This is an optimization exercise on Yosys and OpenROAD, whose aim is small area, a short achievable clock period and few clock cycles, not a production implementation. RTL that was checked went through simulation tests only; none was proved equivalent to the original. Function not checked in runs 2 to 4: the RTL went through the layout flow alone. Power and IR drop assume default switching activity.

**flow/config.mk**
```make
export PLATFORM = sky130hd
export DESIGN_NAME = mat_trans
export DESIGN_NICKNAME = mat_trans
export VERILOG_FILES = /design/flow/design.v
export SDC_FILE = /design/flow/constraint.sdc
export NUM_CORES = 4
export LEC_CHECK = 0
export ABC_CLOCK_PERIOD_IN_PS = 2500
export CAP_MARGIN = 20
export CORE_MARGIN = 2
export CORE_UTILIZATION = 65
export CTS_CLUSTER_DIAMETER = 80
export CTS_CLUSTER_SIZE = 25
export PLACE_DENSITY = 0.75
export SETUP_SLACK_MARGIN = 3.5
export SLEW_MARGIN = 20
```
**flow/constraint.sdc**
```tcl
create_clock -name core_clock -period 6.0 [get_ports {clk}]
set_input_delay 1.2000 -clock core_clock [delete_from_list [all_inputs] [get_ports {clk}]]
set_output_delay 1.2000 -clock core_clock [all_outputs]
set_load 0.01 [all_outputs]
```
**flow/design.v**
```verilog
module spram (
    input clk,
    input en,
    input hold,
    input wire [31:0] din,
    output wire [31:0] dout
);
reg [31:0] w [0:7];
integer i;
always @(posedge clk) begin
    for (i = 0; i < 7; i = i + 1)
        w[i] <= (w[i+1] & {32{en}}) | (w[i] & {32{hold}});
    w[7] <= (din & {32{en}}) | (w[7] & {32{hold}});
end
assign dout = w[0];
endmodule
module mat_trans (
    input clk,
    input rstn,
    input in_req,
    input in_vld,
    input out_ack,
    input wire [31:0] in_data,
    output in_ack,
    output reg out_req,
    output reg out_vld,
    output reg [31:0] out_data
);
reg in_ack_q;
reg fr_on;           
reg fr_in;           
reg fr_out;          
reg st_full;         
reg mode;
reg [5:0] c;         
reg c0_q, c63_q;     
reg [7:0] sel;       
reg o_on;            
reg [5:0] o_n;       
reg [7:0] osel;      
reg [7:0] lt;        
reg can_q;           
reg fl_q;            
reg [7:0] en_in;     
reg [7:0] en_fl;     
reg [7:0] hd_in;     
reg [7:0] hd_fl;     
assign in_ack = in_ack_q;
wire in_grant  = in_req & in_ack_q;
wire out_grant = out_req & out_ack;
wire ld      = o_on & fr_on & fr_out & can_q;
wire ld_g    = out_grant & fr_on & fr_out & c0_q & !o_on;
wire step    = (in_vld & fr_in) | fl_q;
wire fr_last = step & c63_q;
wire open    = (fr_last | !fr_on) & (st_full | in_grant);
wire o_last  = (o_n == 6'd63);
wire [7:0] sel_inc  = (mode | (c[2:0] == 3'd7)) ? {sel[6:0], sel[7]} : sel;
wire [7:0] osel_inc = (mode | (o_n[2:0] == 3'd7)) ? {osel[6:0], osel[7]} : osel;
wire c62 = (c == 6'd62);
wire fr_on_n   = open | (fr_on & !fr_last);
wire fr_in_n   = open ? in_grant : (fr_in | in_grant);
wire fr_out_n  = open ? st_full : (fr_out & !(ld & o_last));
wire st_full_n = open ? in_grant : (st_full | in_grant);
wire mode_n    = mode ^ open;
wire [5:0] c_n = open ? 6'd0 : (step ? c + 6'd1 : c);
wire c0_n      = open | (c0_q & !step);
wire c63_n     = !open & (step ? c62 : c63_q);
wire [7:0] sel_n = open ? 8'd1 : (step ? sel_inc : sel);
wire pend_n    = in_grant | (out_req & !out_grant);
wire o_on_n    = out_grant | (o_on & !(ld & o_last));
wire [5:0] o_n_n = out_grant ? {5'd0, ld_g} : (ld ? o_n + 6'd1 : o_n);
wire [7:0] osel_n = open ? 8'd1 :
                    out_grant ? ((ld_g & mode) ? 8'd2 : 8'd1) :
                    ld ? osel_inc : osel;
wire on_low0_n = out_grant ? !ld_g : (ld ? (o_n[2:0] == 3'd7) : (o_n[2:0] == 3'd0));
wire [7:0] lt_n = (open | out_grant) ? {7'd0, ld_g} :
                  (ld & !step) ? {lt[6:0], 1'b1} :
                  (step & !ld) ? {1'b0, lt[7:1]} : lt;
wire can_n = mode_n ? !lt_n[7] : (!lt_n[0] | on_low0_n);
wire fl_n = fr_on_n & !fr_in_n &
            ((fl_q & !open) | (o_on_n & fr_out_n & (mode_n ? lt_n[7] : lt_n[0])));
always @(posedge clk or negedge rstn) begin
    if (!rstn) begin
        fr_on <= 1'b0; fr_in <= 1'b0; fr_out <= 1'b0; st_full <= 1'b0;
        mode <= 1'b0; c <= 6'd0; c0_q <= 1'b1; c63_q <= 1'b0; sel <= 8'd1;
        out_req <= 1'b0; in_ack_q <= 1'b0;
        o_on <= 1'b0; o_n <= 6'd0; osel <= 8'd1; lt <= 8'd0; can_q <= 1'b0;
        out_vld <= 1'b0; fl_q <= 1'b0; en_in <= 8'd0; en_fl <= 8'd0;
        hd_in <= 8'hff; hd_fl <= 8'hff;
    end else begin
        fr_on <= fr_on_n; fr_in <= fr_in_n; fr_out <= fr_out_n;
        st_full <= st_full_n; mode <= mode_n; c <= c_n;
        c0_q <= c0_n; c63_q <= c63_n; sel <= sel_n;
        out_req <= pend_n;
        in_ack_q <= !pend_n & (!fr_on_n | (!fr_in_n & c0_n & !fl_n));
        o_on <= o_on_n; o_n <= o_n_n; osel <= osel_n; lt <= lt_n; can_q <= can_n;
        out_vld <= ld | ld_g;
        fl_q <= fl_n;
        en_in <= sel_n & {8{fr_on_n & fr_in_n}};
        en_fl <= sel_n & {8{fl_n}};
        hd_in <= ~(sel_n & {8{fr_on_n & fr_in_n}});
        hd_fl <= ~(sel_n & {8{fl_n}});
    end
end
wire [31:0] head [0:7];
genvar k;
generate for (k = 0; k < 8; k = k + 1) begin : g_ch
    spram u_ch (.clk(clk), .en((in_vld & en_in[k]) | en_fl[k]),
                .hold((!in_vld | hd_in[k]) & hd_fl[k]), .din(in_data), .dout(head[k]));
end endgenerate
reg [31:0] omux;
integer j;
always @(*) begin
    omux = 32'd0;
    for (j = 0; j < 8; j = j + 1) omux = omux | (head[j] & {32{osel[j]}});
end
always @(posedge clk) out_data <= omux;
endmodule
```
**flow/run.sh**
```bash
#!/bin/bash
# synth_recipe.tcl (not shown) runs the flow's synth.tcl, then flattens the netlist and writes it again
# the make line also repeats each setting of config.mk as NAME=value (left out here)
make -C /OpenROAD-flow-scripts/flow DESIGN_CONFIG=/design/flow/config.mk WORK_HOME=/design/flow/orfs CLKGATE_MAP_FILE= SYNTH_SCRIPT=/design/flow/synth_recipe.tcl finish
```
==> results of run 1 <==
[registers in the layout, summed over array words and instances (netlist names), 6 cells and up]
name / cells
g_ch.u_ch.w: 2048
out_data: 32
en_fl: 8
en_in: 8
hd_fl: 8
hd_in: 8
lt: 8
osel: 8
sel: 8
c: 6
o_n: 6
[final timing paths]
path | startpoint | to | slack, ps | depth (start not counted)
min in group asynchronous | rstn | o_n[5] | 640 | 1
max in group asynchronous | rstn | osel[6] | 4680 | 1
worst min-delay path | g_ch[3].u_ch.w[3][10] | g_ch[3].u_ch.w[2][10] | 460 | 1
worst max-delay path | in_vld | hd_fl[6] | 3490 | 10
worst max register to register | hd_in[4] | g_ch[4].u_ch.w[0][25] | 3710 | 4
worst min register to register | g_ch[3].u_ch.w[3][10] | g_ch[3].u_ch.w[2][10] | 460 | 1
[timing repair]
action | 4_1_cts | 5_1_grt
setup endpoints to repair | 2124 | 252
gates resized for setup | 181 | 16
setup buffers | 3 | 5
gates cloned | 1 | 2
endpoints found under the hold margin | 0 | 0
pin swaps | 2 | 5
[synthesized netlist by cell type, types with 7 or more instances]
cell type  count  area [sq um]
dfxtp_1     2080         41600
a22oi_1      129           968
nor3_1         7          35.0
nand2_1       61           229
nor2_1        27           101
a21oi_1       16          80.1
nand4_1       39           244
clkbuf_1     460          1730
a21boi_1       8          60.1
mux2i_1        8          80.1
dfrtp_1       62          1550
a22o_1      2048         17900
inv_1         25          93.8
buf_1         57           214
dfstp_2       19           499
a21o_1        12          90.1
[metrics by stage]
step	total power, mW	hold WS, ps	setup WS, ps
2_1_floorplan	23.7	443	3310
3_3_place_gp	24.9	449	1760
3_5_place_dp	25.3	452	1730
4_1_cts	32.3	460	3470
5_1_grt	33.8	473	3470
6_report	32.2	456	3490
[placed cells by master (no fill, tap or decap), types with 33 or more instances in the layout]
cell	count
nand2_1	61
dfrtp_1	55
clkdlybuf4s50_1	34
a22o_1	2048
dfxtp_1	2059
a22oi_1	129
nand4_1	39
buf_4	33
clkbuf_16	99
[kinds of logic (layout without fill, tap and decap cells)]
kind of cell,after synthesis,count (layout),share of synthesized area (%)
buffers and inverters,547,267,3.14
flip-flops,2161,2161,66.1
AND/OR/NAND/NOR,154,154,1.11
XOR/XNOR,8,8,0.134
adder cells (fa/ha/maj),6,6,0.114
multiplexers,8,8,0.121
AO/OA/AOI/OAI,2239,2242,29.3
[worst register-to-register path: cells and delay by family, from the launching register on]
family / cells / cell delay, ps
compound gates: 2 / 1050
buf+inv: 2 / 640
flops: 1 / 520
[power breakdown]
part           switching [mW]  internal, mW
clock network            4.15          2.98
registers                1.72          17.5
logic                    3.07          2.82
total                    8.94          23.3
[metal layers]
layer	global-route usage (%)	wire (um)	vias to the layer above	part of all wire, %
met5	0	16	-	0.012
met4	4.90	2410	2	1.8
met3	2.77	5870	152	4.5
met2	36.6	55300	815	42
met1	38.4	67300	19400	51
li1	-	-	19000	-
[final cells by class]
cell class	instances	share of cell area [%]
clock buffers	108	3.58
clock inverters	4	0.0607
flip-flops and latches	2161	62.5
inverters	26	0.143
repair buffers	129	1.92
multi-input cells	2418	29.4
well taps	1357	2.42
==> results.json, run 1 <==
{
  "coreArea_sq_um": 100000,
  "routabilityCongestion": 0.788,
  "vias": 39400,
  "rsz0062_at_grt": "true",
  "yosysWarnings": 3,
  "cts_tree": "yes",
  "synth_cell_type_count": 51,
  "cp-end-kind": "flip-flop",
  "skew_ps": 20.4,
  "initial_utilization_pct": 65.8,
  "start_kind": "primary input",
  "synth_edf_count": 0,
  "fp.dieW_um": 323,
  "ant_nets": 0,
  "avgViaCountPerCell": 6.35,
  "ctsHoldBuffers": 0,
  "criticalPathCategory": "primary input to flip-flop",
  "tns_ps": 0,
  "root_buffer": "clkbuf_16",
  "tightest_slew_ps": 1140,
  "hold_viol": 0,
  "wl_per_cell_um": 21.1,
  "grt_usage_pct": 24.5,
  "irDropWorstVdd_uv": 345,
  "cts_sinks": 2161,
  "min_period_over_period_pct": 41.8,
  "cts_max_level": 3,
  "synth.avg_cell_area_sq_um": 12.9,
  "port_buffers": 71,
  "cts_buffers": 96,
  "ys_seq_elements": 2161,
  "cp_cell_sequence": "buf_4 -> buf_8 -> a21o_4 -> xnor2_4 -> a21o_1 -> a211oi_4 -> o31ai_4 -> buf_12 -> inv_4 -> nand2_1",
  "period_needed_ps": 2510,
  "nFillCells": 7213,
  "ios": 72,
  "first_pass_iters": 7,
  "cap_violations": 0,
  "clock_path_buffers": 3,
  "clk_pin_slew_ps": 100,
  "outcome": "complete, no violations",
  "diodes": 0,
  "powerDensity_nw_per_um2": 460,
  "stdcell_count": 6203,
  "drive_above_1_share_pct": 5.84,
  "synth_area_sq_um": 66100,
  "p_leak_nw": 27.7,
  "num_rows": 116,
  "cp_data_arrival_time_ps": 3150,
  "fin_nets": 4875,
  "final_util_pct": 69.7,
  "slew_headroom_pct": 24.2,
  "worst-path-buf-inv": 4,
  "crit_family": "compound AO/OA/AOI/OAI gates",
  "drc": 0,
  "drt_iter0_markers": 3206,
  "synth_nets": 5166,
  "seq_area_frac_synth_pct": 66.1,
  "setup_viol": 0,
  "antenna_found_initial": 7,
  "critPathMaxFanout": 12,
  "place_area_sq_um": 67400,
  "syn_inst": 5123,
  "regArea_sq_um": 43800,
  "final_area_sq_um": 70100,
  "critPathMaxStageDelay_ps": 290,
  "grt_max_degree": 217,
  "dieArea_sq_um": 104000,
  "grt_pass1_vias": 36100,
  "hpwl_um": 73300,
  "fmax_mhz": 399,
  "worst_path_max_delay_cell": "xnor2_4",
  "die_y_um": 323,
  "drt_wl_total_um": 131000,
  "grt_pass1_wl_um": 206000,
  "ys.flop_type": "dfxtp_1",
  "clk_latency_ps": 700,
  "required_ps": 6640,
  "maxSlewViolCount": 0,
  "async_flop_share_pct": 3.75,
  "multi_input_area_sq_um": 20600,
  "dpl.cell_count": 6080,
  "grt_overflow": 0,
  "min_path_type": "flip-flop to flip-flop",
  "syn2layout_area_growth_pct": 5.96
}
Testbench counts, summed over its fixed seeds: cycles 21,640.
==> inputs of run 2 (changes only) <==
--- a/flow/design.v
+++ b/flow/design.v
@@ -4,12 +4,12 @@
     input hold,
     input wire [31:0] din,
-    output wire [31:0] dout
+    output wire [32:0] dout
 );
-reg [31:0] w [0:7];
+reg [32:0] w [0:7];
 integer i;
 always @(posedge clk) begin
     for (i = 0; i < 7; i = i + 1)
-        w[i] <= (w[i+1] & {32{en}}) | (w[i] & {32{hold}});
-    w[7] <= (din & {32{en}}) | (w[7] & {32{hold}});
+        w[i] <= ~((w[i] | {33{en}}) & (w[i+1] | {33{hold}}));
+    w[7] <= ~((w[7] | {33{en}}) & ({1'b0, din} | {33{hold}}));
 end
 assign dout = w[0];
@@ -78,6 +78,9 @@
                   (step & !ld) ? {1'b0, lt[7:1]} : lt;
 wire can_n = mode_n ? !lt_n[7] : (!lt_n[0] | on_low0_n);
-wire fl_n = fr_on_n & !fr_in_n &
-            ((fl_q & !open) | (o_on_n & fr_out_n & (mode_n ? lt_n[7] : lt_n[0])));
+wire [7:0] lt_f = out_grant ? {7'd0, ld_g} :
+                  (ld & !fl_q) ? {lt[6:0], 1'b1} :
+                  (fl_q & !ld) ? {1'b0, lt[7:1]} : lt;
+wire fl_n = fr_on & !fr_in & !in_grant & !(fl_q & c63_q) &
+            (fl_q | (o_on_n & fr_out_n & (mode ? lt_f[7] : lt_f[0])));
 always @(posedge clk or negedge rstn) begin
     if (!rstn) begin
@@ -103,5 +106,5 @@
     end
 end
-wire [31:0] head [0:7];
+wire [32:0] head [0:7];
 genvar k;
 generate for (k = 0; k < 8; k = k + 1) begin : g_ch
@@ -109,10 +112,10 @@
                 .hold((!in_vld | hd_in[k]) & hd_fl[k]), .din(in_data), .dout(head[k]));
 end endgenerate
-reg [31:0] omux;
+reg [32:0] omux;
 integer j;
 always @(*) begin
-    omux = 32'd0;
-    for (j = 0; j < 8; j = j + 1) omux = omux | (head[j] & {32{osel[j]}});
+    omux = 33'd0;
+    for (j = 0; j < 8; j = j + 1) omux = omux | (head[j] & {33{osel[j]}});
 end
-always @(posedge clk) out_data <= omux;
+always @(posedge clk) out_data <= omux[31:0] ^ {32{omux[32]}};
 endmodule
==> results.json, run 2 <==
{
  "outcome": "complete, no violations",
  "tightest_slew_ps": 1140,
  "skew_ps": 35.8,
  "ctsHoldBuffers": 0,
  "criticalPathCategory": "primary input to flip-flop",
  "ys_seq_elements": 2225,
  "fin_nets": 5071,
  "seqPwrFrac_pct": 61.4,
  "start_kind": "primary input",
  "synth_top_area_share_pct": 67.9,
  "syn_inst": 5316,
  "slew_headroom_pct": 24.2,
  "grt_pass1_vias": 39200,
  "cp-end-kind": "flip-flop",
  "port_buffers": 71,
  "synth_nets": 5359,
  "p_leak_nw": 25.3,
  "cap_violations": 0,
  "root_buffer": "clkbuf_16",
  "routabilityCongestion": 0.748,
  "clk_pin_slew_ps": 90,
  "seq_area_frac_synth_pct": 71.1,
  "drive_above_1_share_pct": 5.85,
  "p_int_mw": 28.9,
  "dieArea_sq_um": 99800,
  "wl_per_cell_um": 22.3,
  "period_needed_ps": 2550,
  "synth_cell_type_count": 51,
  "cts_buffers": 99,
  "clock_path_buffers": 3,
  "drc": 0,
  "synth.most_common_cell": "dfxtp_1",
  "dpl.cell_count": 6173,
  "cp_data_arrival_time_ps": 3110,
  "min_period_over_period_pct": 42.6,
  "vias": 41900,
  "final_common_cell": "dfxtp_1",
  "cts_tree": "yes",
  "p_sw_mw": 13.5,
  "reg_top3": "g_ch.u_ch.w (2112), out_data (32)",
  "drt_wl_total_um": 141000,
  "hold_slack_ps": 436,
  "syn2layout_area_growth_pct": 6.26,
  "min_path_type": "flip-flop to flip-flop",
  "fp.dieW_um": 316,
  "rsz0062_at_grt": "true",
  "maxSlewViolCount": 0,
  "coreArea_sq_um": 96600,
  "grt_pass1_wl_um": 217000,
  "stdcell_count": 6320,
  "initial_utilization_pct": 65.5,
  "power_frac_clock_pct": 17.5,
  "top_register": "g_ch.u_ch.w",
  "avgViaCountPerCell": 6.63,
  "grt_max_degree": 265,
  "ys.flop_type": "dfxtp_1",
  "drt_iter0_markers": 3279,
  "setup_viol": 0,
  "first_pass_iters": 6,
  "die_y_um": 316,
  "yosysWarnings": 3,
  "clk_latency_ps": 710,
  "required_ps": 6550,
  "ant_nets": 0,
  "pwr-share-comb_pct": 21.1,
  "cts_sinks": 2225,
  "largest_register_ffs": 2112,
  "critPathMaxFanout": 136,
  "p_sw_share_pct": 31.7,
  "antenna_found_initial": 9,
  "hold_depth": 1,
  "cts_max_level": 3,
  "hpwl_um": 75000,
  "reg2reg_depth": 5,
  "irDropWorstVdd_uv": 332,
  "ios": 72,
  "num_rows": 114,
  "synth.avg_cell_area_sq_um": 11.9,
  "grt_usage_pct": 27.3,
  "async_flop_share_pct": 3.64,
  "synthTopCellsByCount": "dfxtp_1, o22ai_1, clkbuf_1",
  "ys_top_cells_by_area": "dfxtp_1, o22ai_1, dfrtp_1, clkbuf_1, a22oi_1",
  "hold_viol": 0,
  "yosysTopAreaCell": "dfxtp_1",
  "postLayoutSetupSlackWorst_ps": 3450,
  "fmax_mhz": 391,
  "synth_area_sq_um": 63200,
  "synth_edf_count": 0,
  "most-common-layout-cells": "dfxtp_1, o22ai_1, a22oi_1",
  "power.total_mw": 42.4,
  "dp_slack_ps": 2160,
  "powerDensity_nw_per_um2": 631,
  "tns_ps": 0,
  "grt_overflow": 0
}
-- run 2: cell count changes in the layout (fill, tap and decap cells not counted), sizes merged, moves of 9 or more --
cell	change
xor2	+32
o22ai	+2104
a22o	-2048
and2	+14
inv	-11
clkbuf	+10
o21ai	+9
dfxtp	+64
-- run 2: critical path, cell delays in order --
cell	delay [ps]
dlygate4sd2_1	340
buf_12	250
a21o_4	420
buf_16	390
o22ai_1	190
-- run 2: kinds of logic after synthesis --
family,share of synthesized area (%)
xor+xnor,0.578
mux,0.0415
flops,71.1
buf+inv,3.53
compound gates,23.3
fa+ha+maj,0.119
simple gates,1.31
-- run 2: power groups by stage --
stage | combinational (mW) | sequential, mW | clock [mW]
3_5_place_dp | 8.78 | 26.2 | 0
3_3_place_gp | 8.23 | 26.0 | 0
5_1_grt | 9.87 | 26.8 | 8.03
2_1_floorplan | 6.36 | 25.1 | 0
6_report | 8.94 | 26.1 | 7.40
4_1_cts | 8.88 | 26.0 | 7.49
-- run 2: repair_timing --
action / 4_1_cts / 5_1_grt
pin swaps: 7 / 2
gates cloned: 13 / 4
resized for setup: 136 / 38
endpoints found under the setup margin: 2028 / 786
buffers inserted: 9 / 3
-- run 2: cell type report --
class	instances	area, sq um
Antenna cell	3	7.51
Clock buffer	108	2570
Clock inverter	6	88.8
Fill cell	6852	29400
Inverter	15	56.3
Multi-Input combinational cell	2546	16300
Sequential cell	2225	45000
Tap cell	1276	1600
Timing Repair Buffer	141	1550
-- run 2: stage by stage --
stage	area [sq um]	utilization (%)
final	67200	69.6
after global routing	67200	69.6
after CTS	67100	69.5
after detailed placement	64200	66.5
after global placement	64200	66.4
after floorplan	63200	-
-- run 2: worst paths after layout --
check / startpoint / end / slack [ps]
max: in_vld / g_ch[6].u_ch.w[4][6] / 3450
max reg2reg: osel[1] / out_data[30] / 3520
min in group asynchronous: rstn / o_n[3] / 470
min reg2reg: g_ch[2].u_ch.w[4][27] / g_ch[2].u_ch.w[4][27] / 440
max in group asynchronous: rstn / osel[0] / 4860
min: g_ch[2].u_ch.w[4][27] / g_ch[2].u_ch.w[4][27] / 440
-- run 2: metal layers --
metal  share of wire [%]  GRT usage, %  vias to the layer above
li1                    -             -                    20000
met1                  45          37.9                    20600
met2                  46          44.1                     1011
met3                 5.0          3.74                      253
met4                 3.7          9.68                        6
met5               0.028             0                        -
==> inputs of run 3 (changes only) <==
--- a/flow/design.v
+++ b/flow/design.v
@@ -4,12 +4,12 @@
     input hold,
     input wire [31:0] din,
-    output wire [32:0] dout
+    output wire [31:0] dout
 );
-reg [32:0] w [0:7];
+reg [31:0] w [0:7];
 integer i;
 always @(posedge clk) begin
     for (i = 0; i < 7; i = i + 1)
-        w[i] <= ~((w[i] | {33{en}}) & (w[i+1] | {33{hold}}));
-    w[7] <= ~((w[7] | {33{en}}) & ({1'b0, din} | {33{hold}}));
+        w[i] <= ~((w[i] | {32{en}}) & (w[i+1] | {32{hold}}));
+    w[7] <= ~((w[7] | {32{en}}) & (din | {32{hold}}));
 end
 assign dout = w[0];
@@ -46,4 +46,6 @@
 reg [7:0] hd_in;     
 reg [7:0] hd_fl;     
+reg [3:0] par_i;
+reg [3:0] par_o;
 assign in_ack = in_ack_q;
 wire in_grant  = in_req & in_ack_q;
@@ -90,5 +92,5 @@
         o_on <= 1'b0; o_n <= 6'd0; osel <= 8'd1; lt <= 8'd0; can_q <= 1'b0;
         out_vld <= 1'b0; fl_q <= 1'b0; en_in <= 8'd0; en_fl <= 8'd0;
-        hd_in <= 8'hff; hd_fl <= 8'hff;
+        hd_in <= 8'hff; hd_fl <= 8'hff; par_i <= 4'd0; par_o <= 4'd0;
     end else begin
         fr_on <= fr_on_n; fr_in <= fr_in_n; fr_out <= fr_out_n;
@@ -104,18 +106,20 @@
         hd_in <= ~(sel_n & {8{fr_on_n & fr_in_n}});
         hd_fl <= ~(sel_n & {8{fl_n}});
+        par_i <= ~par_i;
+        par_o <= ~par_o;
     end
 end
-wire [32:0] head [0:7];
+wire [31:0] head [0:7];
 genvar k;
 generate for (k = 0; k < 8; k = k + 1) begin : g_ch
     spram u_ch (.clk(clk), .en((in_vld & en_in[k]) | en_fl[k]),
-                .hold((!in_vld | hd_in[k]) & hd_fl[k]), .din(in_data), .dout(head[k]));
+                .hold((!in_vld | hd_in[k]) & hd_fl[k]), .din(in_data ^ {{8{par_i[3]}}, {8{par_i[2]}}, {8{par_i[1]}}, {8{par_i[0]}}}), .dout(head[k]));
 end endgenerate
-reg [32:0] omux;
+reg [31:0] omux;
 integer j;
 always @(*) begin
-    omux = 33'd0;
-    for (j = 0; j < 8; j = j + 1) omux = omux | (head[j] & {33{osel[j]}});
+    omux = 32'd0;
+    for (j = 0; j < 8; j = j + 1) omux = omux | (head[j] & {32{osel[j]}});
 end
-always @(posedge clk) out_data <= omux[31:0] ^ {32{omux[32]}};
+always @(posedge clk) out_data <= omux ^ {{8{par_o[3]}}, {8{par_o[2]}}, {8{par_o[1]}}, {8{par_o[0]}}};
 endmodule
==> results.json, run 3 <==
{
  "outcome": "complete, no violations",
  "top_layer": "met4",
  "tightest_slew_ps": 1140,
  "tns_ps": 0,
  "synth.most_common_cell": "dfxtp_1",
  "most-common-layout-cells": "dfxtp_1, o22ai_1, a22oi_1",
  "clock_path_buffers": 3,
  "grt_pass1_wl_um": 210000,
  "powerDensity_nw_per_um2": 618,
  "reg_top3": "g_ch.u_ch.w (2048), out_data (32)",
  "min_path_type": "primary input to async pin",
  "hold_viol": 0,
  "critPathMaxStageDelay_ps": 620,
  "dpl.cell_count": 6105,
  "synth_top_family_by_area": "compound AO/OA/AOI/OAI gates",
  "worst_path_max_delay_cell": "a21o_4",
  "required_ps": 6560,
  "seq_area_frac_synth_pct": 70.8,
  "r2r_slack_ps": 3560,
  "diodes": 0,
  "final_area_sq_um": 66400,
  "fin_nets": 5009,
  "place_area_sq_um": 63400,
  "period_needed_ps": 2540,
  "ys_seq_elements": 2169,
  "slew_headroom_pct": 23.4,
  "avgViaCountPerCell": 6.61,
  "rsz0062_at_grt": "true",
  "min_period_over_period_pct": 42.4,
  "cp_cell_sequence": "clkdlybuf4s15_2 -> buf_8 -> a21o_4 -> buf_12 -> o22ai_1",
  "cts_tree": "yes",
  "wl_met2_um": 62500,
  "maxSlewViolCount": 0,
  "syn2layout_area_growth_pct": 7.04,
  "clk_pin_slew_ps": 100,
  "ys_top_cells_by_area": "dfxtp_1, o22ai_1, dfrtp_1, buf_2, a22oi_1",
  "synthXorXnorAreaFrac_pct": 1.04,
  "coreArea_sq_um": 94700,
  "grt_pass1_vias": 38200,
  "stdcell_count": 6252,
  "postLayoutSetupSlackWorst_ps": 3460,
  "ant_nets": 0,
  "cts_buffers": 97,
  "drt_wl_total_um": 134000,
  "synth_mux_area_share_pct": 0.0424,
  "synth.avg_cell_area_sq_um": 12.0,
  "criticalPathCategory": "primary input to flip-flop",
  "yosys.area_share.simple_pct": 1.35,
  "largest_register_ffs": 2048,
  "dp_slack_ps": 1960,
  "syn_inst": 5184,
  "async_flop_share_pct": 4.10,
  "yosysTopAreaCell": "dfxtp_1",
  "vias": 41300,
  "first_pass_iters": 6,
  "synth_edf_count": 0,
  "reg2reg_depth": 4,
  "met3_length_um": 6430,
  "synth_top_area_share_pct": 67.1,
  "grt_overflow": 0,
  "setup_viol": 0,
  "synth_cell_type_count": 55,
  "yosysWarnings": 3,
  "port_buffers": 71,
  "m1WireLength_um": 61400,
  "r2r-end": "out_data[13]",
  "cp_data_arrival_time_ps": 3100,
  "hpwl_um": 75800,
  "cp-end-kind": "flip-flop",
  "grt_max_degree": 191,
  "irDropWorstVdd_uv": 389,
  "fmax_mhz": 393,
  "synth_nets": 5227,
  "reg2reg_from": "osel[2]",
  "start_kind": "primary input",
  "antenna_found_initial": 2,
  "cts_sinks": 2169,
  "clk_latency_ps": 700,
  "drt_iter0_markers": 3360,
  "nFillCells": 6760,
  "final_common_cell": "dfxtp_1",
  "wl_per_cell_um": 21.5,
  "die_y_um": 313,
  "ctsHoldBuffers": 0,
  "fp.dieW_um": 313,
  "root_buffer": "clkbuf_16",
  "synth-adder-area-share_pct": 0.121,
  "dieArea_sq_um": 97900,
  "initial_utilization_pct": 65.5,
  "critPathMaxFanout": 57,
  "grt_usage_pct": 26.6,
  "ys.flop_type": "dfxtp_1",
  "p_leak_nw": 24.8,
  "skew_ps": 29.9,
  "routabilityCongestion": 0.781,
  "drc": 0,
  "ios": 72,
  "cap_violations": 0,
  "num_rows": 113,
  "drive_above_1_share_pct": 6.88,
  "cts_max_level": 3,
  "synthTopCellsByCount": "dfxtp_1, o22ai_1, clkbuf_1",
  "synth-compound-area-share_pct": 23.1,
  "synth_area_sq_um": 62000,
  "hold_slack_ps": 430,
  "top_register": "g_ch.u_ch.w"
}
[run 3: worst max-delay path by stage]
stage | start | end | slack (ps) | cells past startpoint
after global routing | in_vld | g_ch[2].u_ch.w[0][15] | 3400 | 5
after global placement | in_vld | g_ch[5].u_ch.w[7][5] | 2020 | 5
final | in_vld | g_ch[2].u_ch.w[0][15] | 3460 | 5
after CTS | in_vld | g_ch[5].u_ch.w[3][28] | 3440 | 5
after floorplan | in_vld | g_ch[7].u_ch.w[0][0] | 3490 | 6
after detailed placement | in_vld | g_ch[5].u_ch.w[7][5] | 1960 | 5
[run 3: cell type report]
type	instances	area, sq um	share of cell area (%)
inverter	23	86.3	0.130
multi-input combinational	2503	16300	24.5
timing repair buffer	172	1880	2.83
clock buffer	115	2580	3.89
clock inverter	5	86.3	0.130
sequential	2169	43900	66.2
tap	1265	1580	2.38
[run 3: routing by layer]
layer	vias up	global-route usage, %
li1	19600	-
met1	20500	37.7
met2	976	43.4
met3	220	3.05
met4	0	7.62
met5	-	0
[run 3: critical path: cells and delay by family]
family	cells	cell delay [ps]
AOI/OAI and AO/OA	2	750
buffers and inverters	3	1040
[run 3: power by group]
group / leakage [nW] / internal (mW) / total (mW) / switching [mW]
Combinational: 4.47 / 3.65 / 8.27 / 4.62
Clock: 1.30 / 3.10 / 7.29 / 4.19
Sequential: 19.1 / 21.6 / 25.5 / 3.89
[run 3: stage by stage]
| step | total power, mW | util [%] |
|---|---|---|
| finish | 41.0 | 70.1 |
| global route | 43.3 | 70.1 |
| CTS | 41.0 | 70.0 |
| detailed placement | 33.8 | 67.0 |
| global placement | 33.0 | 67.0 |
| floorplan | 30.6 | - |
[run 3: what timing repair did]
action | CTS | global route
gates cloned | 8 | 1
setup endpoints to repair | 2142 | 724
buffers inserted | 6 | 12
pin swaps | 8 | 5
gates resized for setup | 122 | 22
[run 3: cell families after synthesis]
| family | count (synthesis) |
|---|---|
| AOI/OAI and AO/OA | 2250 |
| DFF | 2169 |
| buffers and inverters | 520 |
| and+or+nand+nor | 165 |
| xor gates and xnor gates | 72 |
| adders and majority gates | 6 |
| muxes | 2 |
==> inputs of run 4 (changes only) <==
==> flow/config.mk (replaced) <==
export PLATFORM = sky130hd
export DESIGN_NAME = mat_trans
export DESIGN_NICKNAME = mat_trans
export VERILOG_FILES = /design/flow/design.v
export SDC_FILE = /design/flow/constraint.sdc
export NUM_CORES = 4
export LEC_CHECK = 0
export ABC_CLOCK_PERIOD_IN_PS = 2000
export CAP_MARGIN = 20
export CORE_MARGIN = 2
export CORE_UTILIZATION = 70
export CTS_CLUSTER_DIAMETER = 80
export CTS_CLUSTER_SIZE = 30
export PLACE_DENSITY = 0.8
export SETUP_SLACK_MARGIN = 3.8
export SLEW_MARGIN = 20
==> results.json, run 4 <==
{
  "outcome": "complete, no violations",
  "synthTopCellsByCount": "dfxtp_1, o22ai_1, clkbuf_1",
  "ys.flop_type": "dfxtp_1",
  "ys_top_cells_by_area": "dfxtp_1, o22ai_1, dfrtp_1, buf_2, a22oi_1",
  "synth_cell_type_count": 55,
  "async_flop_share_pct": 4.10,
  "cts_max_level": 3,
  "power.total_mw": 40.9,
  "hold_viol": 0,
  "yosysTopAreaCell": "dfxtp_1",
  "ctsHoldBuffers": 0,
  "cap_violations": 0,
  "die_y_um": 302,
  "worst-path-buf-inv": 1,
  "antenna_found_initial": 6,
  "clk_latency_ps": 680,
  "ios": 72,
  "final_area_sq_um": 66500,
  "tightest_slew_ps": 1030,
  "grt_max_degree": 194,
  "required_ps": 4800,
  "cts_tree": "yes",
  "cp_cell_sequence": "buf_6",
  "setup_viol": 0,
  "first_pass_iters": 6,
  "cp_data_arrival_time_ps": 1230,
  "fin_nets": 5026,
  "synth.most_common_cell": "dfxtp_1",
  "rsz0062_at_grt": "true",
  "critPathMaxFanout": 2,
  "fp.dieW_um": 302,
  "final_util_pct": 75.5,
  "slew_headroom_pct": 31.0,
  "ys_seq_elements": 2169,
  "top_register": "g_ch.u_ch.w",
  "power_frac_clock_pct": 16.4,
  "ant_nets": 0,
  "min_path_type": "flip-flop to flip-flop",
  "grt_overflow": 0,
  "reg_top3": "g_ch.u_ch.w (2048), out_data (32)",
  "grt_usage_pct": 29.1,
  "cp-end-kind": "output port",
  "initial_utilization_pct": 70.4,
  "syn_inst": 5184,
  "drc": 0,
  "most-common-layout-cells": "dfxtp_1, o22ai_1, a22oi_1",
  "cts_buffers": 82,
  "largest_register_ffs": 2048,
  "drt_iter0_markers": 3883,
  "coreArea_sq_um": 88100,
  "synth_nets": 5227,
  "synth.avg_cell_area_sq_um": 12.0,
  "root_buffer": "clkbuf_16",
  "num_rows": 109,
  "irDropWorstVdd_uv": 409,
  "maxSlewViolCount": 0,
  "p_sw_share_pct": 31.5,
  "criticalPathCategory": "flip-flop to output port",
  "fmax_mhz": 411,
  "start_kind": "flip-flop",
  "skew_ps": 30.7,
  "wl_per_cell_um": 23.3,
  "drive_above_1_share_pct": 7.72,
  "cts_sinks": 2169,
  "clk_pin_slew_ps": 110,
  "clock_path_buffers": 3,
  "worst_path_max_delay_cell": "dfrtp_2",
  "routabilityCongestion": 0.777,
  "pwr-share-comb_pct": 21.2,
  "grt_pass1_vias": 37800,
  "tns_ps": 0,
  "nFillCells": 5641,
  "synth_edf_count": 0,
  "drt_wl_total_um": 143000,
  "avgViaCountPerCell": 6.86,
  "vias": 42300,
  "port_buffers": 71,
  "grt_pass1_wl_um": 211000,
  "powerDensity_nw_per_um2": 615,
  "crit_family": "flip-flops",
  "r2r_slack_ps": 3740,
  "period_needed_ps": 2430,
  "synth_top_area_share_pct": 67.1,
  "hpwl_um": 75100,
  "p_int_mw": 28.0,
  "place_area_sq_um": 63000,
  "min_period_over_period_pct": 40.5,
  "yosysWarnings": 3,
  "syn2layout_area_growth_pct": 7.19,
  "final_common_cell": "dfxtp_1",
  "seq_area_frac_synth_pct": 70.8,
  "seqPwrFrac_pct": 62.4,
  "p_sw_mw": 12.9,
  "dieArea_sq_um": 91000,
  "synth_area_sq_um": 62000,
  "p_leak_nw": 24.9,
  "critPathMaxStageDelay_ps": 440
}
-- run 4: cell counts after synthesis --
No cell type changed its count.
-- run 4: final timing paths --
| path | start | endpoint | cells after the start |
|---|---|---|---|
| worst max-delay path | out_req | out_req | 1 |
| worst min register to register | g_ch[2].u_ch.w[4][14] | g_ch[2].u_ch.w[4][14] | 1 |
| worst min-delay path | g_ch[2].u_ch.w[4][14] | g_ch[2].u_ch.w[4][14] | 1 |
| min in group asynchronous | rstn | par_i[0] | 1 |
| worst max register to register | osel[5] | out_data[6] | 4 |
| max in group asynchronous | rstn | osel[2] | 2 |
-- run 4: per-stage QoR --
| stage | setup WS, ps | instances | hold slack [ps] |
|---|---|---|---|
| after floorplan | 3700 | 5184 | 412 |
| after global placement | 2000 | 5991 | 417 |
| final | 3570 | 6166 | 439 |
| after CTS | 3550 | 6131 | 439 |
| after detailed placement | 1970 | 5991 | 427 |
| after global routing | 3540 | 6166 | 450 |
-- run 4: final cells by class --
cell class | instances | area, sq um | share of cell area (%)
flip-flops and latches | 2169 | 43900 | 66.1
multi-input cells | 2515 | 16500 | 24.8
repair buffers | 192 | 2250 | 3.39
clock buffers | 97 | 2190 | 3.30
well taps | 1165 | 1460 | 2.19
inverters | 23 | 86.3 | 0.130
clock inverters | 4 | 47.5 | 0.0715
diodes | 1 | 2.50 | 0.00376
-- run 4: kinds of logic (layout without fill, tap and decap cells) --
family	count (synthesis)	in the layout	synth area share, %
compound gates	2250	2270	23.1
xor+xnor	72	72	1.04
fa+ha+maj	6	6	0.121
buf+inv	520	316	3.60
flops	2169	2169	70.8
mux	2	2	0.0424
other cells	0	1	0
simple gates	165	165	1.35
-- run 4: repair_timing --
item / 4_1_cts / 5_1_grt
resized for setup: 228 / 63
gates cloned: 20 / 12
hold endpoints to repair: 0 / 0
pin swaps: 12 / 8
setup buffers: 19 / 22
setup endpoints to repair: 2157 / 877
-- run 4: power groups by stage --
stage | sequential [mW] | combinational, mW | clock [mW]
final | 25.5 | 8.67 | 6.70
after global routing | 26.2 | 9.52 | 7.27
after CTS | 25.4 | 8.30 | 6.76
after detailed placement | 25.6 | 8.08 | 0
after global placement | 25.3 | 7.50 | 0
after floorplan | 24.4 | 6.28 | 0
-- run 4: layer usage --
layer | global-route usage, % | up-vias | routed length, um
li1 | - | 19700 | -
met1 | 42.2 | 20900 | 62800
met2 | 46.0 | 1509 | 66300
met3 | 3.74 | 220 | 10400
met4 | 8.79 | 2 | 3990
met5 | 0 | - | 7
==> inputs of run 5 (changes only) <==
--- a/flow/design.v
+++ b/flow/design.v
@@ -46,6 +46,5 @@
 reg [7:0] hd_in;     
 reg [7:0] hd_fl;     
-reg [3:0] par_i;
-reg [3:0] par_o;
+reg par;             
 assign in_ack = in_ack_q;
 wire in_grant  = in_req & in_ack_q;
@@ -92,5 +91,5 @@
         o_on <= 1'b0; o_n <= 6'd0; osel <= 8'd1; lt <= 8'd0; can_q <= 1'b0;
         out_vld <= 1'b0; fl_q <= 1'b0; en_in <= 8'd0; en_fl <= 8'd0;
-        hd_in <= 8'hff; hd_fl <= 8'hff; par_i <= 4'd0; par_o <= 4'd0;
+        hd_in <= 8'hff; hd_fl <= 8'hff; par <= 1'b0;
     end else begin
         fr_on <= fr_on_n; fr_in <= fr_in_n; fr_out <= fr_out_n;
@@ -106,6 +105,5 @@
         hd_in <= ~(sel_n & {8{fr_on_n & fr_in_n}});
         hd_fl <= ~(sel_n & {8{fl_n}});
-        par_i <= ~par_i;
-        par_o <= ~par_o;
+        par <= ~par;
     end
 end
@@ -114,5 +112,5 @@
 generate for (k = 0; k < 8; k = k + 1) begin : g_ch
     spram u_ch (.clk(clk), .en((in_vld & en_in[k]) | en_fl[k]),
-                .hold((!in_vld | hd_in[k]) & hd_fl[k]), .din(in_data ^ {{8{par_i[3]}}, {8{par_i[2]}}, {8{par_i[1]}}, {8{par_i[0]}}}), .dout(head[k]));
+                .hold((!in_vld | hd_in[k]) & hd_fl[k]), .din(in_data ^ {32{par}}), .dout(head[k]));
 end endgenerate
 reg [31:0] omux;
@@ -122,4 +120,4 @@
     for (j = 0; j < 8; j = j + 1) omux = omux | (head[j] & {32{osel[j]}});
 end
-always @(posedge clk) out_data <= omux ^ {{8{par_o[3]}}, {8{par_o[2]}}, {8{par_o[1]}}, {8{par_o[0]}}};
+always @(posedge clk) out_data <= omux ^ {32{par}};
 endmodule
==> flow/config.mk (replaced) <==
export PLATFORM = sky130hd
export DESIGN_NAME = mat_trans
export DESIGN_NICKNAME = mat_trans
export VERILOG_FILES = /design/flow/design.v
export SDC_FILE = /design/flow/constraint.sdc
export NUM_CORES = 4
export LEC_CHECK = 0
export ABC_CLOCK_PERIOD_IN_PS = 2500
export CAP_MARGIN = 20
export CORE_MARGIN = 2
export CORE_UTILIZATION = 65
export CTS_CLUSTER_DIAMETER = 80
export CTS_CLUSTER_SIZE = 25
export PLACE_DENSITY = 0.75
export SETUP_SLACK_MARGIN = 3.5
export SLEW_MARGIN = 20
==> results.json, run 5 <==
{
  "outcome": "complete, no violations",
  "cp_cell_sequence": "buf_4 -> inv_2 -> buf_4 -> xnor2_1",
  "grt_usage_pct": 26.0,
  "final_common_cell": "dfxtp_1",
  "vias": 40800,
  "worst_path_max_delay_cell": "dfrtp_2",
  "min_period_over_period_pct": 42.2,
  "critPathMaxFanout": 31,
  "grt_pass1_vias": 37500,
  "drt_iter0_markers": 3142,
  "syn2layout_area_growth_pct": 6.42,
  "tns_ps": 0,
  "antenna_found_initial": 1,
  "synthTopCellsByCount": "dfxtp_1, o22ai_1, clkbuf_1",
  "fin_nets": 4970,
  "pwr-share-comb_pct": 20.2,
  "ys_seq_elements": 2162,
  "dpl.cell_count": 6084,
  "critPathMaxStageDelay_ps": 740,
  "drt_wl_total_um": 131000,
  "worst-path-buf-inv": 3,
  "rsz0062_at_grt": "true",
  "async_flop_share_pct": 3.79,
  "cts_max_level": 3,
  "maxSlewViolCount": 0,
  "r2r_slack_ps": 3470,
  "cp.depth": 4,
  "cp_data_arrival_time_ps": 3050,
  "first_pass_iters": 5,
  "fp.dieW_um": 312,
  "synth_edf_count": 0,
  "drc": 0,
  "ys_top_cells_by_area": "dfxtp_1, o22ai_1, dfrtp_1, buf_2, a22oi_1",
  "ios": 72,
  "ant_nets": 0,
  "grt_max_degree": 210,
  "powerDensity_nw_per_um2": 619,
  "top_register": "g_ch.u_ch.w",
  "stdcell_count": 6209,
  "initial_utilization_pct": 65.4,
  "start_kind": "flip-flop",
  "coreArea_sq_um": 94600,
  "required_ps": 6520,
  "regArea_sq_um": 43800,
  "fmax_mhz": 395,
  "syn_inst": 5173,
  "drive_above_1_share_pct": 6.11,
  "routabilityCongestion": 0.779,
  "r2r-end": "out_data[7]",
  "hold_viol": 0,
  "avgViaCountPerCell": 6.57,
  "clk_latency_ps": 690,
  "final_util_pct": 69.6,
  "grt_overflow": 0,
  "seq_area_frac_synth_pct": 70.7,
  "clock_path_buffers": 3,
  "root_buffer": "clkbuf_16",
  "synth_area_sq_um": 61800,
  "skew_ps": 21.9,
  "die_y_um": 312,
  "wl_per_cell_um": 21.0,
  "setup_viol": 0,
  "reg_top3": "g_ch.u_ch.w (2048), out_data (32)",
  "slew_headroom_pct": 26.6,
  "dieArea_sq_um": 97600,
  "reg2reg_from": "par",
  "reg2reg_depth": 4,
  "yosysWarnings": 3,
  "ys.flop_type": "dfxtp_1",
  "synth_nets": 5216,
  "seqPwrFrac_pct": 62.2,
  "power_frac_clock_pct": 17.6,
  "cts_tree": "yes",
  "nFillCells": 6829,
  "period_needed_ps": 2530,
  "cap_violations": 0,
  "cts_sinks": 2162,
  "clk_pin_slew_ps": 100,
  "yosysTopAreaCell": "dfxtp_1",
  "cp-end-kind": "flip-flop",
  "most-common-layout-cells": "dfxtp_1, o22ai_1, a22oi_1",
  "crit_path_start": "par",
  "synth.most_common_cell": "dfxtp_1",
  "worstSetupEndpoint": "out_data[7]",
  "multi_input_area_sq_um": 16100,
  "port_buffers": 71,
  "grt_pass1_wl_um": 205000,
  "irDropWorstVdd_uv": 367,
  "p_int_mw": 28.1,
  "criticalPathCategory": "flip-flop to flip-flop",
  "largest_register_ffs": 2048,
  "crit_family": "buffers and inverters",
  "p_sw_share_pct": 30.9,
  "path_common_cell": "buf_4",
  "synth.avg_cell_area_sq_um": 12.0,
  "hpwl_um": 73800,
  "cts_buffers": 96,
  "synth_top_area_share_pct": 67.4,
  "min_path_type": "primary input to async pin",
  "p_leak_nw": 24.5,
  "num_rows": 113,
  "synth_cell_type_count": 55,
  "p_sw_mw": 12.6,
  "tightest_slew_ps": 1100,
  "ctsHoldBuffers": 0
}
==> run 5: changes by cell type in the layout (fill, tap and decap cells not counted), moves of 6 or more <==
| cell | change |
|---|---|
| dfxtp_1 | +9 |
| clkdlybuf4s15_1 | +10 |
| buf_4 | -13 |
| dfxtp_4 | +7 |
| clkbuf_16 | +7 |
| dfxtp_2 | -16 |
| buf_6 | -28 |
| dfrtp_1 | -6 |
| xor2_1 | +7 |
| buf_16 | -6 |
| a21o_2 | -12 |
| clkbuf_2 | +9 |
==> run 5: worst reg2reg max path, cell delays in order (launching register included) <==
cell     delay (ps)
dfrtp_2         740
buf_4           490
inv_2           140
buf_4           350
xnor2_1         640
==> run 5: worst min-delay path by stage <==
stage                            endpoint                   from  slack (ps)  cells past startpoint
detailed placement   g_ch[0].u_ch.w[0][2]   g_ch[0].u_ch.w[0][2]         430                      1
global route                       o_n[4]                   rstn         380                      1
CTS                  g_ch[0].u_ch.w[0][2]   g_ch[0].u_ch.w[0][2]         440                      1
finish                             o_n[4]                   rstn         390                      1
global placement     g_ch[4].u_ch.w[7][1]   g_ch[4].u_ch.w[7][1]         420                      1
floorplan           g_ch[2].u_ch.w[0][10]  g_ch[2].u_ch.w[0][10]         410                      1
==> run 5: layout make-up <==
type / count / area share (%)
antenna: 1 / 0.00380
clock buffer: 110 / 3.88
clock inverter: 4 / 0.0533
inverter: 16 / 0.0913
multi-input combinational: 2497 / 24.5
sequential: 2162 / 66.5
tap: 1265 / 2.41
timing repair buffer: 154 / 2.53
==> run 5: stage by stage <==
step	total power [mW]	hold slack, ps	setup WS, ps	cell area, sq um
after floorplan	30.5	412	3490	61800
after global routing	43.0	381	3480	65800
after global placement	32.8	417	1880	63000
after CTS	40.7	440	3500	65800
after detailed placement	33.6	428	1840	63000
final	40.7	386	3470	65800
==> run 5: what timing repair did <==
action / 4_1_cts / 5_1_grt
endpoints found under the hold margin: 0 / 0
gates resized for setup: 113 / 22
setup buffers: 5 / 0
endpoints found under the setup margin: 2154 / 27
cloned: 4 / 0
pin swaps: 2 / 0
==> run 5: power groups by stage <==
stage / Sequential [mW] / Combinational, mW / Clock [mW]
floorplan: 24.4 / 6.12 / 0
global placement: 25.2 / 7.60 / 0
detailed placement: 25.5 / 8.15 / 0
CTS: 25.2 / 8.17 / 7.28
global route: 26.1 / 9.13 / 7.79
finish: 25.3 / 8.20 / 7.17
==> run 5: kinds of logic after synthesis <==
family,share of synthesized area (%)
muxes,0.0425
DFF,70.7
buffers and inverters,3.56
adders and majority gates,0.121
and+or+nand+nor,1.35
xor gates and xnor gates,1.04
AOI/OAI and AO/OA,23.2
==> run 5: routing by layer <==
metal	GRT usage (%)	share of wire, %
met1	37.5	47
met2	42.5	46
met3	2.74	5.1
met4	5.93	2.0
met5	0	0
Testbench counts of run 5, summed over its fixed seeds: cycles 21,640.
==> inputs of run 6 (changes only) <==
--- a/flow/design.v
+++ b/flow/design.v
@@ -27,4 +27,6 @@
     output reg [31:0] out_data
 );
+reg vq;
+reg [31:0] dq;
 reg in_ack_q;
 reg fr_on;           
@@ -42,9 +44,8 @@
 reg can_q;           
 reg fl_q;            
-reg [7:0] en_in;     
-reg [7:0] en_fl;     
-reg [7:0] hd_in;     
-reg [7:0] hd_fl;     
-reg par;             
+reg [7:0] en_q;      
+reg [7:0] hd_q;      
+reg [3:0] par_i;
+reg [3:0] par_o;
 assign in_ack = in_ack_q;
 wire in_grant  = in_req & in_ack_q;
@@ -52,5 +53,5 @@
 wire ld      = o_on & fr_on & fr_out & can_q;
 wire ld_g    = out_grant & fr_on & fr_out & c0_q & !o_on;
-wire step    = (in_vld & fr_in) | fl_q;
+wire step    = (vq & fr_in) | fl_q;
 wire fr_last = step & c63_q;
 wire open    = (fr_last | !fr_on) & (st_full | in_grant);
@@ -90,6 +91,6 @@
         out_req <= 1'b0; in_ack_q <= 1'b0;
         o_on <= 1'b0; o_n <= 6'd0; osel <= 8'd1; lt <= 8'd0; can_q <= 1'b0;
-        out_vld <= 1'b0; fl_q <= 1'b0; en_in <= 8'd0; en_fl <= 8'd0;
-        hd_in <= 8'hff; hd_fl <= 8'hff; par <= 1'b0;
+        out_vld <= 1'b0; fl_q <= 1'b0; en_q <= 8'd0; hd_q <= 8'hff;
+        par_i <= 4'd0; par_o <= 4'd0; vq <= 1'b0;
     end else begin
         fr_on <= fr_on_n; fr_in <= fr_in_n; fr_out <= fr_out_n;
@@ -97,20 +98,21 @@
         c0_q <= c0_n; c63_q <= c63_n; sel <= sel_n;
         out_req <= pend_n;
-        in_ack_q <= !pend_n & (!fr_on_n | (!fr_in_n & c0_n & !fl_n));
+        in_ack_q <= !pend_n & (!fr_on_n | (!fr_in_n & c0_n & !fl_n) |
+                               (fr_in_n & c63_n & in_vld));
         o_on <= o_on_n; o_n <= o_n_n; osel <= osel_n; lt <= lt_n; can_q <= can_n;
         out_vld <= ld | ld_g;
         fl_q <= fl_n;
-        en_in <= sel_n & {8{fr_on_n & fr_in_n}};
-        en_fl <= sel_n & {8{fl_n}};
-        hd_in <= ~(sel_n & {8{fr_on_n & fr_in_n}});
-        hd_fl <= ~(sel_n & {8{fl_n}});
-        par <= ~par;
+        vq <= in_vld;
+        en_q <= sel_n & {8{(in_vld & fr_on_n & fr_in_n) | fl_n}};
+        hd_q <= ~(sel_n & {8{(in_vld & fr_on_n & fr_in_n) | fl_n}});
+        par_i <= ~par_i;
+        par_o <= ~par_o;
     end
 end
+always @(posedge clk) dq <= in_data;
 wire [31:0] head [0:7];
 genvar k;
 generate for (k = 0; k < 8; k = k + 1) begin : g_ch
-    spram u_ch (.clk(clk), .en((in_vld & en_in[k]) | en_fl[k]),
-                .hold((!in_vld | hd_in[k]) & hd_fl[k]), .din(in_data ^ {32{par}}), .dout(head[k]));
+    spram u_ch (.clk(clk), .en(en_q[k]), .hold(hd_q[k]), .din(dq ^ {{8{par_i[3]}}, {8{par_i[2]}}, {8{par_i[1]}}, {8{par_i[0]}}}), .dout(head[k]));
 end endgenerate
 reg [31:0] omux;
@@ -120,4 +122,4 @@
     for (j = 0; j < 8; j = j + 1) omux = omux | (head[j] & {32{osel[j]}});
 end
-always @(posedge clk) out_data <= omux ^ {32{par}};
+always @(posedge clk) out_data <= omux ^ {{8{par_o[3]}}, {8{par_o[2]}}, {8{par_o[1]}}, {8{par_o[0]}}};
 endmodule
--- a/flow/config.mk
+++ b/flow/config.mk
@@ -11,6 +11,6 @@
 export CORE_UTILIZATION = 65
 export CTS_CLUSTER_DIAMETER = 80
-export CTS_CLUSTER_SIZE = 25
+export CTS_CLUSTER_SIZE = 30
 export PLACE_DENSITY = 0.75
-export SETUP_SLACK_MARGIN = 3.5
+export SETUP_SLACK_MARGIN = 3.6
 export SLEW_MARGIN = 20
==> results.json, run 6 <==
{
  "outcome": "complete, no violations",
  "drc": 0,
  "tns_ps": 0,
  "yosys.area_share.simple_pct": 1.18,
  "fin_nets": 4918,
  "synth_mux_area_share_pct": 0.188,
  "ys_top_cells_by_area": "dfxtp_1, o22ai_1, clkbuf_1, dfrtp_1, a22oi_1",
  "hold_slack_ps": 439,
  "synth-adder-area-share_pct": 0.122,
  "drive_above_1_share_pct": 5.27,
  "slew_headroom_pct": 23.1,
  "port_buffers": 71,
  "synth-compound-area-share_pct": 22.9,
  "reg_top3": "g_ch.u_ch.w (2048), dq (32), out_data (32)",
  "min_period_over_period_pct": 41.6,
  "powerDensity_nw_per_um2": 705,
  "num_rows": 113,
  "start_kind": "flip-flop",
  "diodes": 0,
  "maxSlewViolCount": 0,
  "period_needed_ps": 2500,
  "cts_tree": "yes",
  "drt_wl_total_um": 126000,
  "most-common-layout-cells": "dfxtp_1, o22ai_1, a22oi_1",
  "synth_cell_type_count": 53,
  "critPathMaxFanout": 26,
  "cap_violations": 0,
  "avgViaCountPerCell": 6.41,
  "min_path_type": "flip-flop to flip-flop",
  "synth_nets": 5196,
  "fp.dieW_um": 312,
  "reg2reg_depth": 4,
  "final_common_cell": "dfxtp_1",
  "p_leak_nw": 23.9,
  "grt_pass1_vias": 36000,
  "synth.most_common_cell": "dfxtp_1",
  "cts_max_level": 3,
  "hold_depth": 1,
  "async_flop_share_pct": 3.39,
  "drt_iter0_markers": 2825,
  "synth_top_family_by_area": "compound AO/OA/AOI/OAI gates",
  "wl_per_cell_um": 20.5,
  "clk_latency_ps": 690,
  "ys.flop_type": "dfxtp_1",
  "ios": 72,
  "dieArea_sq_um": 97500,
  "synth_edf_count": 0,
  "initial_utilization_pct": 65.3,
  "postLayoutSetupSlackWorst_ps": 3500,
  "routabilityCongestion": 0.765,
  "clk_pin_slew_ps": 110,
  "critPathMaxStageDelay_ps": 590,
  "seq_area_frac_synth_pct": 71.5,
  "top_register": "g_ch.u_ch.w",
  "cp_data_arrival_time_ps": 3010,
  "antenna_found_initial": 4,
  "syn_inst": 5153,
  "min-delay-start": "g_ch[5].u_ch.w[4][1]",
  "yosysTopAreaCell": "dfxtp_1",
  "synth.avg_cell_area_sq_um": 12.0,
  "reg2reg_from": "osel[4]",
  "cp-end-kind": "flip-flop",
  "hpwl_um": 68900,
  "synth_area_sq_um": 61800,
  "worst_path_max_delay_cell": "xnor2_1",
  "r2r_slack_ps": 3500,
  "final_util_pct": 69.0,
  "root_buffer": "clkbuf_16",
  "grt_overflow": 0,
  "grt_pass1_wl_um": 199000,
  "tightest_slew_ps": 1150,
  "cts_sinks": 2186,
  "die_y_um": 312,
  "grt_max_degree": 257,
  "synth_top_area_share_pct": 68.4,
  "synthXorXnorAreaFrac_pct": 1.01,
  "clock_path_buffers": 3,
  "cts_buffers": 83,
  "cp_cell_sequence": "buf_4 -> a22oi_1 -> nand4_1 -> xnor2_1",
  "largest_register_ffs": 2048,
  "skew_ps": 22.3,
  "first_pass_iters": 5,
  "ctsHoldBuffers": 0,
  "synthTopCellsByCount": "dfxtp_1, o22ai_1, clkbuf_1",
  "crit_path_start": "osel[4]",
  "setup_viol": 0,
  "r2r-end": "out_data[12]",
  "rsz0062_at_grt": "true",
  "ys_seq_elements": 2186,
  "syn2layout_area_growth_pct": 5.68,
  "hold_end": "g_ch[5].u_ch.w[3][1]",
  "required_ps": 6520,
  "fmax_mhz": 400,
  "irDropWorstVdd_uv": 420,
  "dp_slack_ps": 2690,
  "yosysWarnings": 3,
  "ant_nets": 0,
  "vias": 39500,
  "coreArea_sq_um": 94600,
  "grt_usage_pct": 25.2,
  "hold_viol": 0,
  "criticalPathCategory": "flip-flop to flip-flop"
}
run 6: cell count changes after synthesis, moves of 31 or more:
cell      before   now
buf_2        198     4
clkbuf_1     250   446
dfxtp_1     2080  2112
nand2_1       66    35
run 6: what timing repair did:
action	4_1_cts	5_1_grt
gates resized for setup	149	13
buffers inserted	6	7
setup endpoints to repair	311	278
gates cloned	0	0
endpoints found under the hold margin	0	0
pin swaps	1	7
run 6: logic make-up after synthesis:
logic type,Yosys count
AO/OA/AOI/OAI,2230
flip-flops,2186
multiplexers,11
AND/OR/NAND/NOR,137
XOR/XNOR,71
buffers and inverters,512
adder cells (fa/ha/maj),6
run 6: final cells by class:
cell class | instances | area, sq um
clock buffers | 98 | 2220
fillers | 6963 | 29300
clock inverters | 5 | 50.0
well taps | 1265 | 1580
flip-flops and latches | 2186 | 44200
inverters | 19 | 71.3
repair buffers | 130 | 1320
multi-input cells | 2455 | 15800
run 6: power breakdown:
group / internal (mW) / leakage (nW) / switching (mW)
combinational: 5.80 / 4.08 / 6.09
clock: 2.66 / 1.11 / 4.09
sequential: 22.6 / 18.7 / 4.78
run 6: worst max path at each step:
| stage | to | slack, ps | depth (start not counted) |
|---|---|---|---|
| after detailed placement | en_q[3] | 2690 | 6 |
| after floorplan | fl_q | 3610 | 5 |
| after global placement | en_q[7] | 2540 | 5 |
| after CTS | out_req | 3460 | 1 |
| final | out_data[12] | 3500 | 4 |
| after global routing | in_ack | 3540 | 1 |
run 6: layer usage:
| layer | global-route usage [%] | share of wire, % |
|---|---|---|
| met5 | 0 | 0 |
| met3 | 4.23 | 6.0 |
| met1 | 37.5 | 49 |
| met4 | 6.15 | 1.8 |
| met2 | 38.6 | 43 |
run 6: per-stage QoR:
stage / std cells / instance area [sq um] / total power, mW
6_report: 6158 / 65300 / 46.1
5_1_grt: 6158 / 65300 / 48.8
4_1_cts: 6148 / 65000 / 45.9
3_5_place_dp: 6039 / 62800 / 39.3
3_3_place_gp: 6039 / 62800 / 38.3
2_1_floorplan: 5153 / 61800 / 35.6
run 6: critical path, delay by kind of cell (launching register included):
family                 cells  cell delay, ps
AO/OA/AOI/OAI              1             550
XOR/XNOR                   1             590
buffers and inverters      1             410
flip-flops                 1             550
AND/OR/NAND/NOR            1             180
Testbench counts of run 6, summed over its fixed seeds: cycles 21,800.
==> inputs of run 7 (changes only) <==
--- a/flow/config.mk
+++ b/flow/config.mk
@@ -13,4 +13,4 @@
 export CTS_CLUSTER_SIZE = 30
 export PLACE_DENSITY = 0.75
-export SETUP_SLACK_MARGIN = 3.6
+export SETUP_SLACK_MARGIN = 4.0
 export SLEW_MARGIN = 20
==> results.json, run 7 <==
{
  "outcome": "complete, no violations",
  "ios": 72,
  "min_path_type": "flip-flop to flip-flop",
  "grt_usage_pct": 27.2,
  "synth_edf_count": 0,
  "tns_ps": 0,
  "antenna_found_initial": 1,
  "cts_buffers": 83,
  "seq_area_frac_synth_pct": 71.5,
  "synth_top_area_share_pct": 68.4,
  "root_buffer": "clkbuf_16",
  "vias": 40800,
  "port_buffers": 71,
  "r2r-end": "out_data[29]",
  "hold_slack_ps": 431,
  "postLayoutSetupSlackWorst_ps": 3520,
  "hold_end": "g_ch[0].u_ch.w[2][13]",
  "cts_sinks": 2186,
  "yosysWarnings": 3,
  "criticalPathCategory": "flip-flop to output port",
  "drt_iter0_markers": 3328,
  "clock_path_buffers": 3,
  "fmax_mhz": 403,
  "num_rows": 113,
  "synth_nets": 5196,
  "reg_top3": "g_ch.u_ch.w (2048), dq (32), out_data (32)",
  "synth_cell_type_count": 53,
  "slew_headroom_pct": 31.5,
  "irDropWorstVdd_uv": 521,
  "hpwl_um": 70000,
  "cts_tree": "yes",
  "critPathMaxFanout": 1,
  "required_ps": 4800,
  "tightest_slew_ps": 1030,
  "cp_cell_sequence": "buf_6",
  "start_kind": "flip-flop",
  "synth.most_common_cell": "dfxtp_1",
  "synth.avg_cell_area_sq_um": 12.0,
  "critPathMaxStageDelay_ps": 450,
  "drive_above_1_share_pct": 7.12,
  "reg2reg_depth": 4,
  "synth_area_sq_um": 61800,
  "ys_top_cells_by_area": "dfxtp_1, o22ai_1, clkbuf_1, dfrtp_1, a22oi_1",
  "drt_wl_total_um": 139000,
  "reg2reg_from": "osel[1]",
  "skew_ps": 27.1,
  "clk_pin_slew_ps": 100,
  "routabilityCongestion": 0.769,
  "clk_latency_ps": 700,
  "crit_family": "flip-flops",
  "top_register": "g_ch.u_ch.w",
  "async_flop_share_pct": 3.39,
  "fin_nets": 4964,
  "drc": 0,
  "dp_slack_ps": 2770,
  "fp.dieW_um": 312,
  "avgViaCountPerCell": 6.57,
  "cap_violations": 0,
  "hold_viol": 0,
  "syn_inst": 5153,
  "cp_data_arrival_time_ps": 1280,
  "die_y_um": 312,
  "r2r_slack_ps": 3960,
  "ant_nets": 0,
  "hold_depth": 1,
  "first_pass_iters": 6,
  "powerDensity_nw_per_um2": 709,
  "grt_pass1_wl_um": 212000,
  "rsz0062_at_grt": "true",
  "cp-end-kind": "output port",
  "yosysTopAreaCell": "dfxtp_1",
  "largest_register_ffs": 2048,
  "synthTopCellsByCount": "dfxtp_1, o22ai_1, clkbuf_1",
  "coreArea_sq_um": 94600,
  "worst_path_max_delay_cell": "dfxtp_4",
  "ctsHoldBuffers": 0,
  "syn2layout_area_growth_pct": 7.65,
  "setup_viol": 0,
  "worst-path-buf-inv": 1,
  "period_needed_ps": 2480,
  "wl_per_cell_um": 22.5,
  "dieArea_sq_um": 97500,
  "cts_max_level": 3,
  "grt_max_degree": 231,
  "ys_seq_elements": 2186,
  "min_period_over_period_pct": 41.3,
  "most-common-layout-cells": "dfxtp_1, o22ai_1, a22oi_1",
  "ys.flop_type": "dfxtp_1",
  "final_common_cell": "dfxtp_1",
  "grt_overflow": 0,
  "p_leak_nw": 24.4,
  "min-delay-start": "g_ch[0].u_ch.w[3][13]",
  "maxSlewViolCount": 0,
  "initial_utilization_pct": 65.3,
  "grt_pass1_vias": 37300
}
run 7: worst register-to-register path: cells and delay by family (launching register included):
kind / cells / cell delay, ps
flip-flops: 1 / 680
buffers and inverters: 1 / 330
AO/OA/AOI/OAI: 1 / 270
XOR/XNOR: 1 / 240
AND/OR/NAND/NOR: 1 / 390
run 7: final cells by class:
| type | instances | area [sq um] |
|---|---|---|
| clock buffers | 98 | 2230 |
| fillers | 6712 | 28100 |
| diodes | 2 | 5.00 |
| repair buffers | 175 | 2210 |
| multi-input cells | 2456 | 16100 |
| flip-flops and latches | 2186 | 44300 |
| well taps | 1265 | 1580 |
| clock inverters | 7 | 87.6 |
| inverters | 19 | 71.3 |
run 7: what timing repair did:
action                      CTS  global route
gates cloned                  3             3
pin swaps                     7            11
setup endpoints to repair  1642           975
buffers inserted             34            20
gates resized for setup     242            49
run 7: per-stage QoR:
step,power (mW),std cells,area [sq um],utilization [%]
floorplan,35.6,5153,61900,-
global placement,38.4,6041,62900,66.5
detailed placement,39.3,6041,62900,66.5
CTS,46.6,6183,66000,69.8
global route,49.8,6206,66500,70.3
finish,47.1,6208,66500,70.3
run 7: routing by layer:
layer  wire length, um  global-route usage (%)  up-vias
li1                  -                       -    19500
met1             65500                    40.3    20000
met2             61600                    41.8     1107
met3              9130                    4.49      201
met4              3200                    7.20        0
met5                 0                       0        -
run 7: cells by family after synthesis:
logic type	Yosys count	share of synthesized area (%)
buffers and inverters	512	3.14
AOI/OAI and AO/OA	2230	22.9
and+or+nand+nor	137	1.18
adders and majority gates	6	0.122
muxes	11	0.188
DFF	2186	71.5
xor gates and xnor gates	71	1.01
run 7: worst max-delay path by stage:
stage                            from          end  slack, ps  cells after the start
after global placement        out_ack      en_q[3]       2780                      6
final                     out_data[3]  out_data[3]       3520                      1
after global routing      out_data[3]  out_data[3]       3490                      1
after floorplan               out_ack      en_q[4]       3660                      7
after detailed placement      out_ack      en_q[2]       2770                      6
after CTS                 out_data[3]  out_data[3]       3500                      1
run 7: report_power, final:
| group | switching (mW) | internal [mW] |
|---|---|---|
| combinational | 6.61 | 6.25 |
| clock | 4.16 | 2.69 |
| sequential | 4.76 | 22.7 |
| total | 15.5 | 31.6 |

-- re-timing with driven ports --
How much do the figures lean on ideal ports? The routed layouts below were timed once more, with nothing changed but the port constraints.
Step 1 assumes that a clkbuf_16 drives the clock port and a buf_2 every other input.
Step 2, shift: input delay + t, output delay - t, t = (earliest + latest rising clock arrival at the registers) / 2. This alone moves slack from input paths to output paths.
Slacks: ideal / step 1 / step 2; pairs: ideal / step 1.
run	shift t [ns]	setup slack, ns	clock arrival spread, ns	slew at the worst register clock pin (ns)
run 1	0.766	3.494 / 3.436 / 2.770	0.021 / 0.021	0.10 / 0.10
run 2	0.762	3.446 / 3.462 / 2.726	0.041 / 0.040	0.10 / 0.10
run 3	0.760	3.455 / 3.463 / 2.747	0.035 / 0.034	0.10 / 0.10
run 4	0.732	3.568 / 3.500 / 3.056	0.032 / 0.031	0.11 / 0.11
run 5	0.749	3.468 / 3.468 / 2.889	0.028 / 0.028	0.10 / 0.10
run 6	0.748	3.502 / 3.502 / 2.940	0.030 / 0.031	0.11 / 0.11
run 7	0.758	3.521 / 3.448 / 3.306	0.027 / 0.028	0.11 / 0.11
After both steps setup and hold are still met in every run listed. For run 1, which loses most, drivers alone change the setup slack by -0.058 ns; drivers and shift together by -0.724 ns.
